Background: an optimization exercise with open tools, aiming at small area and a short achievable clock period. Do not read the settings as production practice. In this exercise RTL edits were held to simulation tests only and were not proved equivalent to the original. Power and IR drop assume default switching activity.

`flow/run.sh`:
```
#!/bin/bash
# synth_recipe.tcl (not shown) runs the flow's synth.tcl, then flattens the netlist and writes it again
# the make line also repeats each setting of config.mk as NAME=value (left out here)
make -C /OpenROAD-flow-scripts/flow DESIGN_CONFIG=/design/flow/config.mk WORK_HOME=/design/flow/orfs CLKGATE_MAP_FILE= SYNTH_SCRIPT=/design/flow/synth_recipe.tcl finish
```
`flow/config.mk`:
```
export PLATFORM = sky130hd
export DESIGN_NAME = PEarray
export DESIGN_NICKNAME = PEarray
export VERILOG_FILES = /design/flow/design.v
export SDC_FILE = /design/flow/constraint.sdc
export NUM_CORES = 4
export LEC_CHECK = 0
export CAP_MARGIN = 20
export CORE_MARGIN = 2
export CORE_UTILIZATION = 40
export SLEW_MARGIN = 20
```
`flow/constraint.sdc`:
```
create_clock -name core_clock -period 8.0 [get_ports {clk}]
set_input_delay 1.6000 -clock core_clock [delete_from_list [all_inputs] [get_ports {clk}]]
set_output_delay 1.6000 -clock core_clock [all_outputs]
set_load 0.01 [all_outputs]
```
`flow/design.v`:
```
module DffNegRst #(
    parameter DATA_WIDTH = 1,
    parameter RST_VALUE = 1'b0
) (
    input clk,
    input rst_n,
    input  [DATA_WIDTH - 1 : 0] d,
    output [DATA_WIDTH - 1 : 0] q
);
  reg [DATA_WIDTH - 1 : 0] q_reg;
  always @(posedge clk or negedge rst_n) begin
    if (~rst_n) q_reg <= {DATA_WIDTH{RST_VALUE}};
    else q_reg <= d;
  end
  assign q = q_reg;
endmodule
module DffNegRstEn #(
    parameter DATA_WIDTH = 1,
    parameter RST_VALUE = 1'b0
) (
    input clk,
    input rst_n,
    input en,
    input  [DATA_WIDTH - 1 : 0] d,
    output [DATA_WIDTH - 1 : 0] q
);
  reg [DATA_WIDTH - 1 : 0] q_reg;
  always @(posedge clk or negedge rst_n) begin
    if (~rst_n) q_reg <= {DATA_WIDTH{RST_VALUE}};
    else if (en) q_reg <= d;
  end
  assign q = q_reg;
endmodule
module DffNegRstEnClr #(
    parameter DATA_WIDTH = 1,
    parameter RST_VALUE = 1'b0
) ( 
    input clk,
    input rst_n,
    input en,
    input clr,
    input  [DATA_WIDTH - 1 : 0] d,
    output [DATA_WIDTH - 1 : 0] q
);
  reg [DATA_WIDTH - 1 : 0] q_reg;
  always @(posedge clk or negedge rst_n) begin
    if (~rst_n) q_reg <= {DATA_WIDTH{RST_VALUE}};
    else if (clr) q_reg <= {DATA_WIDTH{1'b0}};
    else if (en) q_reg <= d;
  end
  assign q = q_reg;
endmodule
module DffPosRst #(
    parameter DATA_WIDTH = 1,
    parameter RST_VALUE = 1'b0
) (
    input clk,
    input rst,
    input  [DATA_WIDTH - 1 : 0] d,
    output [DATA_WIDTH - 1 : 0] q
);
  reg [DATA_WIDTH - 1 : 0] q_reg;
  always @(posedge clk or posedge rst) begin
    if (rst) q_reg <= {DATA_WIDTH{RST_VALUE}};
    else q_reg <= d;
  end
  assign q = q_reg;
endmodule
module DffnoRst #(
    parameter DATA_WIDTH = 1
) (
    input clk,
    input  [DATA_WIDTH - 1 : 0] d,
    output [DATA_WIDTH - 1 : 0] q
);
  reg [DATA_WIDTH - 1 : 0] q_reg;
  always @(posedge clk) begin
    q_reg <= d;
  end
  assign q = q_reg;
endmodule
module Round#(
    parameter INPUT_DATA_WIDTH = 16,
    parameter OUTPUT_DATA_WIDTH = 8
)(
    input [INPUT_DATA_WIDTH - 1 : 0] data_in,
    output [OUTPUT_DATA_WIDTH - 1 : 0] data_out
);
assign data_out = (|data_in[INPUT_DATA_WIDTH - 1 : OUTPUT_DATA_WIDTH]) ? {OUTPUT_DATA_WIDTH{1'b1}} : data_in;
endmodule
module Mac#(
    parameter INPUT_DATA_WIDTH = 8,
    parameter OUTPUT_DATA_WIDTH = 8
)(
    input [INPUT_DATA_WIDTH-1:0] data_in,
    input [INPUT_DATA_WIDTH-1:0] weight_in,
    input [INPUT_DATA_WIDTH-1:0] bias_in,
    output [OUTPUT_DATA_WIDTH-1:0] res_out
);
    wire [INPUT_DATA_WIDTH * 2 + 1 - 1 : 0] mac_res;  
    assign mac_res = data_in * weight_in + bias_in;
    Round#(
        .INPUT_DATA_WIDTH(INPUT_DATA_WIDTH * 2 + 1),
        .OUTPUT_DATA_WIDTH(OUTPUT_DATA_WIDTH)
    ) RoundUnit(
        .data_in(mac_res),
        .data_out(res_out)
    );
endmodule
module PE#(
    parameter DATA_WIDTH = 8
)(
    input clk,
    input rst_n,
    input [2 : 0] mode_ctrl, 
    input weight_clr,
    input [DATA_WIDTH - 1 : 0] data_in,
    input [DATA_WIDTH - 1 : 0] weight_sum_in,
    output [DATA_WIDTH - 1 : 0] data_out,  
    output [DATA_WIDTH - 1 : 0] weight_sum_out  
);
    localparam integer OS_COMPUTE = 3'b110;
    localparam integer OS_OUTPUT = 3'b111;
    localparam integer WS_COMPUTE = 3'b101;
    localparam integer WS_LOAD = 3'b100;
    localparam integer IDLE = 3'b000;
    wire [DATA_WIDTH - 1 : 0] weight_sum_reg_in;
    wire [DATA_WIDTH - 1 : 0] weight_sum_reg_out;
    wire [DATA_WIDTH - 1 : 0] mac_data_in;
    wire [DATA_WIDTH - 1 : 0] mac_weight_in;
    wire [DATA_WIDTH - 1 : 0] mac_bias_in;
    wire [DATA_WIDTH - 1 : 0] mac_res_out;
    assign weight_sum_reg_in = (mode_ctrl == OS_COMPUTE) ? mac_res_out : weight_sum_in;
   DffNegRstEnClr #(
        .DATA_WIDTH(DATA_WIDTH),
        .RST_VALUE({DATA_WIDTH{1'b0}})
   ) weight_acc_reg (
        .clk(clk),
        .rst_n(rst_n),
        .en(mode_ctrl == WS_LOAD || mode_ctrl == OS_COMPUTE || mode_ctrl == OS_OUTPUT),
        .clr(weight_clr),
        .d(weight_sum_reg_in),
        .q(weight_sum_reg_out)
   );
    assign mac_data_in = data_in;
    assign mac_weight_in = (mode_ctrl == OS_COMPUTE) ? weight_sum_in : weight_sum_reg_out;
    assign mac_bias_in = (mode_ctrl == OS_COMPUTE) ? weight_sum_reg_out : weight_sum_in;
    Mac #(
        .INPUT_DATA_WIDTH(DATA_WIDTH),
        .OUTPUT_DATA_WIDTH(DATA_WIDTH)
    ) mac_unit(
        .data_in(mac_data_in),
        .weight_in(mac_weight_in),
        .bias_in(mac_bias_in),
        .res_out(mac_res_out)
    );
    DffNegRstEn #(
        .DATA_WIDTH(DATA_WIDTH),
        .RST_VALUE({DATA_WIDTH{1'b0}})
    ) horizontal_reg (
        .clk(clk),
        .rst_n(rst_n),
        .en(mode_ctrl == WS_COMPUTE || mode_ctrl == OS_COMPUTE),
        .d(data_in),
        .q(data_out)
    );
    wire [DATA_WIDTH - 1 : 0] vertical_reg_in;
    wire [DATA_WIDTH - 1 : 0] vertical_reg_out;
    assign vertical_reg_in = (mode_ctrl == OS_COMPUTE) ? weight_sum_in : mac_res_out;
    DffNegRstEn #(
        .DATA_WIDTH(DATA_WIDTH),
        .RST_VALUE({DATA_WIDTH{1'b0}})
    ) vertical_reg (
        .clk(clk),
        .rst_n(rst_n),
        .en(mode_ctrl == WS_COMPUTE || mode_ctrl == OS_COMPUTE),
        .d(vertical_reg_in),
        .q(vertical_reg_out)
    );
   assign weight_sum_out = (mode_ctrl == WS_LOAD || mode_ctrl == OS_COMPUTE) ? weight_sum_reg_out : vertical_reg_out;
endmodule
module PEarray#(
    parameter integer DATA_WIDTH = 8,
    parameter integer PE_CHANNEL = 8,
    parameter integer PE_DIM = 8
)(
    input clk,
    input rst_n,
    input [2 : 0] mode_ctrl,
    input weight_clr,
    input [DATA_WIDTH * PE_DIM - 1:0] data_in,
    input [DATA_WIDTH * PE_CHANNEL - 1:0] weight_in,
    output [DATA_WIDTH * PE_CHANNEL - 1:0] res_out
);
wire [DATA_WIDTH - 1 : 0] data_path[0 : PE_DIM - 1][0 : PE_CHANNEL];
wire [DATA_WIDTH - 1 : 0] weight_sum_path[0 : PE_DIM][0 : PE_CHANNEL - 1];
genvar i, j;
generate
    for (i = 0; i < PE_DIM; i = i + 1) begin : gen_PE_INPUT_horizonal
       assign data_path[i][0] = data_in[DATA_WIDTH * (i + 1) - 1 : DATA_WIDTH * i];
    end
    for (i = 0; i < PE_CHANNEL; i = i + 1) begin : gen_PE_INPUT_vertical
       assign weight_sum_path[0][i] = weight_in[DATA_WIDTH * (i + 1) - 1 : DATA_WIDTH * i];
    end
    for (i = 0; i < PE_CHANNEL; i = i + 1) begin : gen_PE_OUTPUT_vertical
       assign res_out[DATA_WIDTH * (i + 1) - 1 : DATA_WIDTH * i] = weight_sum_path[PE_DIM][i];
    end
endgenerate
generate
    for (i = 0; i < PE_DIM; i = i + 1) begin : gen_PE_DIM_horizonal
        for (j = 0; j < PE_CHANNEL; j = j + 1) begin : gen_PE_CHANNEL_vertical
            PE #(
                .DATA_WIDTH(DATA_WIDTH)
            ) pe (
                .clk(clk),
                .rst_n(rst_n),
                .mode_ctrl(mode_ctrl),
                .weight_clr(weight_clr),
                .data_in(data_path[i][j]),
                .weight_sum_in(weight_sum_path[i][j]),
                .data_out(data_path[i][j+1]),
                .weight_sum_out(weight_sum_path[i+1][j])
            );
        end
    end
endgenerate
endmodule
```
==> flow_summary.ini <==
[pwr]
combPwrFrac = 0.658
switching_power_w = 0.0358
p_int_w = 0.0368
p_leak_nw = 139
p_clk_frac = 0.129
sw_frac_of_total = 0.493
vdd_drop_max_uv = 231
seqPwrFrac = 0.212
power.density_nw_per_um2 = 270

[global_route]
grt-ovfl-total = 0
grt_pass1_vias = 214000
grt_pass1_wl_um = 1240000
grt_antenna_before_repair = 41
grtUsageTotal = 0.265
grt_max_degree = 174

[placement]
gp_congestion = 0.937
place_ws_ns = -0.793
dp_hpwl_um = 627000
place_area_um2 = 262000
io_buffer_count = 197

[timing]
hold_violations = 0
fmax_mhz = 129
slew_headroom = 0.191
finalWorstSetupSlack_ns = 0.278
setup_violations = 0
min_period_ns = 7.72
min_period_over_period = 0.965
tightestPinTransition_ns = 1.21
timing.hold.ws_ns = 0.476
finClkSkew_ns = 0.101
drv_slew = 0

[layout]
utilization = 0.466
final_cell_mix = nand2_1 (6492), inv_1 (3303), buf_4 (2926), fa_1 (2816), ha_1 (2560)
finish.instance_area_um2 = 269000
final_common_cell = nand2_1
area_growth_pct = 15.9
num-nets-final = 36000
drive_gt1_frac = 0.116

[clocking]
cts_buffers = 189
cts_sinks = 1472
clk_latency_ns = 0.98
clkSlewWorstSetupHoldPaths_ns = 0.06
cts-root-buf = clkbuf_16
tritoncts = yes
hold_buffers = 0
cts_buffer_depth = 4
cts-htree-levels = 4

[setup_path]
cp_max_fo = 21
worst_setup_path_end_kind = register
cp.arrival_ns = 8.47
start_kind = input port
path_class = input port to register
required_ns = 8.75

[status]
status = timing/DRC/antenna clean

[synth]
synth_nets = 34000
synth_area_um2 = 232000
synth_area_leader_cell = fa_1
synth_edf_count = 0
ys_seq_area_frac = 0.159
synthTopCellsByArea = fa_1 (24%), dfrtp_1 (16%), ha_1 (14%), nand2_1 (11%), inv_1 (5.3%)
synth-seq-cells = 1472
synth_ff_type = dfrtp_1
synth.avg_cell_area_um2 = 8.15
yosys.cell_types.count = 94
synthCells = 28500
async_flop_share = 1.00
ys_warn_count = 3
yosys.area.top_type_share = 0.243

[route]
antenna_left = 0
via_count = 210000
drt_wl_total_um = 785000
via_per_inst = 5.49
wire_per_inst_um = 20.5
initialDrtViolationCount = 17700
drcViolationCount = 0
drtPass1Iterations = 7

[floorplanning]
coreArea_um2 = 577000
die_w_um = 766
pin_count = 198
rows = 279
dieArea_um2 = 586000
initial_core_util = 0.402
die_h_um = 766

[run]
maxCapViolCount = 0

[min_path]
worstHoldPathType = register to register
-- synth_stat cells (36+ instances only) --
| cell type | n |
|---|---|
| a211oi_1 | 209 |
| and3_1 | 159 |
| nand2_1 | 6511 |
| fa_1 | 2816 |
| or3_1 | 44 |
| and2_1 | 1657 |
| a21o_1 | 298 |
| a31oi_1 | 176 |
| nor3b_1 | 46 |
| nor2b_1 | 121 |
| nand3_1 | 154 |
| a41oi_1 | 59 |
| ha_1 | 2560 |
| a221o_1 | 85 |
| clkbuf_1 | 1183 |
| xor2_1 | 139 |
| buf_1 | 128 |
| nand2b_1 | 149 |
| nor4_1 | 121 |
| o21bai_1 | 94 |
| a22oi_1 | 169 |
| xnor2_1 | 166 |
| nor3_1 | 683 |
| a21oi_1 | 1286 |
| o211ai_1 | 94 |
| o21ai_0 | 1523 |
| mux2i_1 | 468 |
| inv_1 | 3304 |
| nand4_1 | 75 |
| o31ai_1 | 104 |
| o2111ai_1 | 44 |
| a2111oi_0 | 52 |
| a21boi_0 | 70 |
| o22ai_1 | 314 |
| nand3b_1 | 36 |
| nor2_1 | 1035 |
| buf_4 | 142 |
| o21a_1 | 134 |
| o221ai_1 | 60 |
| or2_2 | 48 |
| a2bb2oi_1 | 38 |
| dfrtp_1 | 1472 |
-- final timing paths --
path	from	end	slack, ns	cells past startpoint
worst max register to register	register	register	1.56	22
max in group asynchronous	rst_n	asynchronous set/reset pin	5.55	3
worst min-delay path	register	register	0.48	1
worst min register to register	register	register	0.48	1
worst max-delay path	mode_ctrl[2]	register	0.28	27
min in group asynchronous	rst_n	asynchronous set/reset pin	0.55	1
-- through the flow --
stage | power [W] | setup TNS [ns] | std cells
floorplan | 0.0421 | -0.0816 | 28500
global placement | 0.0617 | -320.33 | 38000
detailed placement | 0.0625 | -385.85 | 38000
global route | 0.0793 | -0.0687 | 38300
CTS | 0.0723 | 0 | 38300
finish | 0.0726 | 0 | 38300
-- power by group through the flow --
stage / logic (W) / registers, W / clock network [W]
6_report: 0.0478 / 0.0154 / 0.00940
5_1_grt: 0.0539 / 0.0156 / 0.00979
4_1_cts: 0.0476 / 0.0152 / 0.00953
3_5_place_dp: 0.0472 / 0.0153 / 0
3_3_place_gp: 0.0464 / 0.0153 / 0
2_1_floorplan: 0.0308 / 0.0112 / 0
-- kinds of logic after synthesis --
group / Yosys count / share of synthesized area
AO/OA/AOI/OAI: 5106 / 0.137
XOR/XNOR: 305 / 0.0115
adder cells (fa/ha/maj): 5376 / 0.381
buffers and inverters: 4764 / 0.0794
flip-flops: 1472 / 0.159
multiplexers: 486 / 0.0211
AND/OR/NAND/NOR: 11000 / 0.211
-- worst max-delay path, cell delays in order --
cell and delay [ns]:
clkdlybuf4s50_1 0.46, buf_4 0.16, nor2b_4 0.27, nand2_4 0.17, buf_12 0.21, buf_16 0.19
buf_4 0.18, nand2_1 0.05, nand2_1 0.17, buf_4 0.20, and2_1 0.16, fa_1 0.50
inv_1 0.05, fa_1 0.44, fa_1 0.48, fa_1 0.49, inv_1 0.04, ha_1 0.28
a21o_1 0.18, a21oi_1 0.21, a311oi_1 0.13, a211oi_1 0.24, mux2_2 0.38, or4b_2 0.63
buf_4 0.21, o21ai_0 0.19, o211ai_1 0.11
-- what timing repair did --
action                     4_1_cts  5_1_grt
setup endpoints to repair        0      155
buffers inserted                 0        2
resized for setup                0       56
-- layout make-up --
| cell class | instances | area [um^2] |
|---|---|---|
| antenna | 30 | 75.1 |
| clock buffer | 243 | 5280 |
| clock inverter | 92 | 1300 |
| fill | 56500 | 308000 |
| inverter | 3304 | 12400 |
| multi-input combinational | 22200 | 177000 |
| sequential | 1472 | 36800 |
| tap | 7727 | 9670 |
| timing repair buffer | 3245 | 26400 |
-- routing by layer --
| layer | part of all wire | track usage | vias up | wire (um) |
|---|---|---|---|---|
| met4 | 0.048 | 0.109 | 20 | 37400 |
| met5 | 0.00016 | 0 | - | 124 |
| met2 | 0.46 | 0.433 | 7449 | 357000 |
| met1 | 0.42 | 0.350 | 104000 | 329000 |
| met3 | 0.078 | 0.0443 | 1388 | 60900 |
| li1 | - | - | 97500 | - |

## separate check: timing with driven ports
The results above use ideal ports. As a check the final layout listed here was re-extracted and re-timed, cells and wires unchanged. Step 1 sets driving cells, clkbuf_16 on the clock port and buf_2 on the other inputs (assumed; they add their load-dependent delay and slew). Step 2 adds t to the input delays and takes it off the output delays; t is the mean of the earliest and latest rising clock arrival at the registers after step 1. Input paths then give back, and output paths get back, about the clock's delay inside the block. a / b / c = ideal / step 1 / step 2; a / b = the first two.
shift t [ns]: 1.065
setup slack, ns: 0.278 / 0.333 / -0.732
worst setup path after step 2: input to register
worst slew at a driven data input, ns: 0.51
cell pins on the clock port's net: 1
With both steps, setup timing fails in this run, where it was met with ideal ports. For this run, drivers alone change the setup slack by +0.055 ns; drivers and shift together by -1.010 ns.
